Background: an optimization exercise with open tools, aiming at a short achievable clock period and few clock cycles. Do not read the settings as production practice.
Function was checked by simulation only, so behaviour that the tests miss may differ from the original.
No activity file was given, so power comes from the tool's default toggle rates.

## pipelined_cpu
module pipelined_cpu (
    input wire clk,
    input wire rst_n,
    output wire [31:0] instr_addr,
    input  wire [31:0] instr_data,
    output wire [31:0] data_addr,
    output wire [31:0] data_wdata,
    output wire [ 3:0] data_wenable,
    input  wire [31:0] data_rdata
);
Size: about 11000 cells after synthesis, about 170 I/O pins, roughly 0.11 sq mm of cells after synthesis.
clock: 11.0 ns
lec_check: 0
cap_margin: 20
core_margin: 2
core_utilization: 45
place_density: 0.65
slew_margin: 20
standard.sh (not shown) runs the stock make flow with config.mk's settings and CLKGATE_MAP_FILE= SYNTH_SCRIPT=/design/flow/synth_recipe.tcl, a recipe that flattens the netlist after the stock synthesis.
==> flow/flow/run.sh <==
#!/bin/bash
# Standard layout, with repair_timing aiming for more setup slack than the
# flow settings allow (same clock, same constraints), and free to resize
# cells to any drive strength.
set -euo pipefail
bash standard.sh SETUP_SLACK_MARGIN=8 MATCH_CELL_FOOTPRINT=0 finish > standard_flow.log 2>&1
The starting point went through all stages and came out clean.
Testbench counts at the start, summed over its fixed seeds: cycles 478,929.
==> next run, changes <==
--- a/flow/config.mk
+++ b/flow/config.mk
@@ -9,4 +9,4 @@
 export CORE_MARGIN = 2
-export CORE_UTILIZATION = 45
-export PLACE_DENSITY = 0.65
+export CORE_UTILIZATION = 40
+export PLACE_DENSITY = 0.6
 export SLEW_MARGIN = 20
Wire length is higher by 3.1%.
Die area is higher by 12%.
Global-route usage is lower by 3.4 points.
==> next run, changes <==
--- a/flow/flow/run.sh
+++ b/flow/flow/run.sh
@@ -5,2 +5,2 @@
 set -euo pipefail
-bash standard.sh SETUP_SLACK_MARGIN=8 MATCH_CELL_FOOTPRINT=0 finish > standard_flow.log 2>&1
+bash standard.sh SETUP_SLACK_MARGIN=8.5 MATCH_CELL_FOOTPRINT=0 finish > standard_flow.log 2>&1
--- a/flow/config.mk
+++ b/flow/config.mk
@@ -9,4 +9,4 @@
 export CORE_MARGIN = 2
-export CORE_UTILIZATION = 40
-export PLACE_DENSITY = 0.6
+export CORE_UTILIZATION = 45
+export PLACE_DENSITY = 0.65
 export SLEW_MARGIN = 20
This time the run completed and failed the layout checks on capacitance limit, slew limit.
Global-route usage went up by 4.6 points.
Clock skew is lower by 0.037 ns.
Hold slack is better by 0.0065 ns.
Worst setup slack gets worse by 0.11 ns.
Via count rises by 4.2%.
Utilization rises by 8.9 points.
Combinational power came out higher by 28%.
Synthesized area does not change.
Final area came out higher by 4.9%.
==> next run, changes <==
==> flow/flow/run.sh (replaced) <==
#!/bin/bash
# Standard layout, with repair_timing aiming for more setup slack than the
# flow settings allow (same clock, same constraints).
set -euo pipefail
bash standard.sh SETUP_SLACK_MARGIN=8 finish > standard_flow.log 2>&1
Result:
- The new run completed with no timing, DRC or antenna violations
- non-clock buffer count is lower by 247
- synthesized area is unchanged
- routed wire length decreases by 3.4%
- worst setup slack gains 0.11 ns
- power drops by 7.1%
- maximum frequency went up by 3.1%

* * *

pipelined_cpu again, from the RTL that the note above started with.
// pipelined_cpu
module pipelined_cpu (
    input wire clk,
    input wire rst_n,
    output wire [31:0] instr_addr,
    input  wire [31:0] instr_data,
    output wire [31:0] data_addr,
    output wire [31:0] data_wdata,
    output wire [ 3:0] data_wenable,
    input  wire [31:0] data_rdata
);
Settings: LEC_CHECK=0, CAP_MARGIN=20, CORE_MARGIN=2, CORE_UTILIZATION=55, PLACE_DENSITY=0.7, SLEW_MARGIN=20; clock period 11.0 ns.
==> flow/flow/run.sh <==
#!/bin/bash
# Standard layout, with repair_timing aiming for more setup slack than the
# flow settings allow (same clock, same constraints), and free to resize
# cells to any drive strength.
set -euo pipefail
bash standard.sh SETUP_SLACK_MARGIN=8 MATCH_CELL_FOOTPRINT=0 finish > standard_flow.log 2>&1
The first run finished clean.
Testbench counts at the start, summed over its fixed seeds: cycles 478,929.
Then changed:
==> flow/flow/run.sh (replaced) <==
#!/bin/bash
# Standard layout, with repair_timing aiming for more setup slack than the
# flow settings allow (same clock, same constraints).
set -euo pipefail
bash standard.sh SETUP_SLACK_MARGIN=7.4 finish > standard_flow.log 2>&1
Settings changed: CORE_UTILIZATION 55 to 45, PLACE_DENSITY 0.7 to 0.65.
Combinational power falls by 22%.
Setup slack is worse by 100 ps.
Maximum frequency fell by 2.7%.

static timing again, ports no longer ideal:
No port has a modelled driver above. Below, the same layouts with a new extraction and two added sets of constraints.
Step 1 sets driving cells, clkbuf_16 on the clock port and buf_2 on the other inputs (assumed; they add their load-dependent delay and slew).
Step 2 times the ports against the registers' clock, not the clock port: input delays grow and output delays shrink by t, the midpoint of the rising clock arrivals with the driver on.
Slacks: ideal / step 1 / step 2; pairs: ideal / step 1.
run | t (ns) | setup slack, ns | latest minus earliest clock arrival (ns)
the first run of note 1 | 1.014 | 7.306 / 7.192 / 6.655 | 0.101 / 0.101
the second run of note 1 | 1.031 | 7.293 / 7.203 / 6.757 | 0.139 / 0.139
the third run of note 1 | 1.050 | 7.185 / 7.161 / 6.656 | 0.102 / 0.101
the fourth run of note 1 | 1.044 | 7.300 / 7.208 / 6.558 | 0.097 / 0.097
the first run of note 2 | 0.991 | 7.322 / 7.232 / 6.522 | 0.082 / 0.082
the second run of note 2 | 1.028 | 7.222 / 7.222 / 6.372 | 0.093 / 0.093
For the second run of note 2, which loses most, drivers alone change the setup slack by 0.000 ns; drivers and shift together by -0.850 ns.
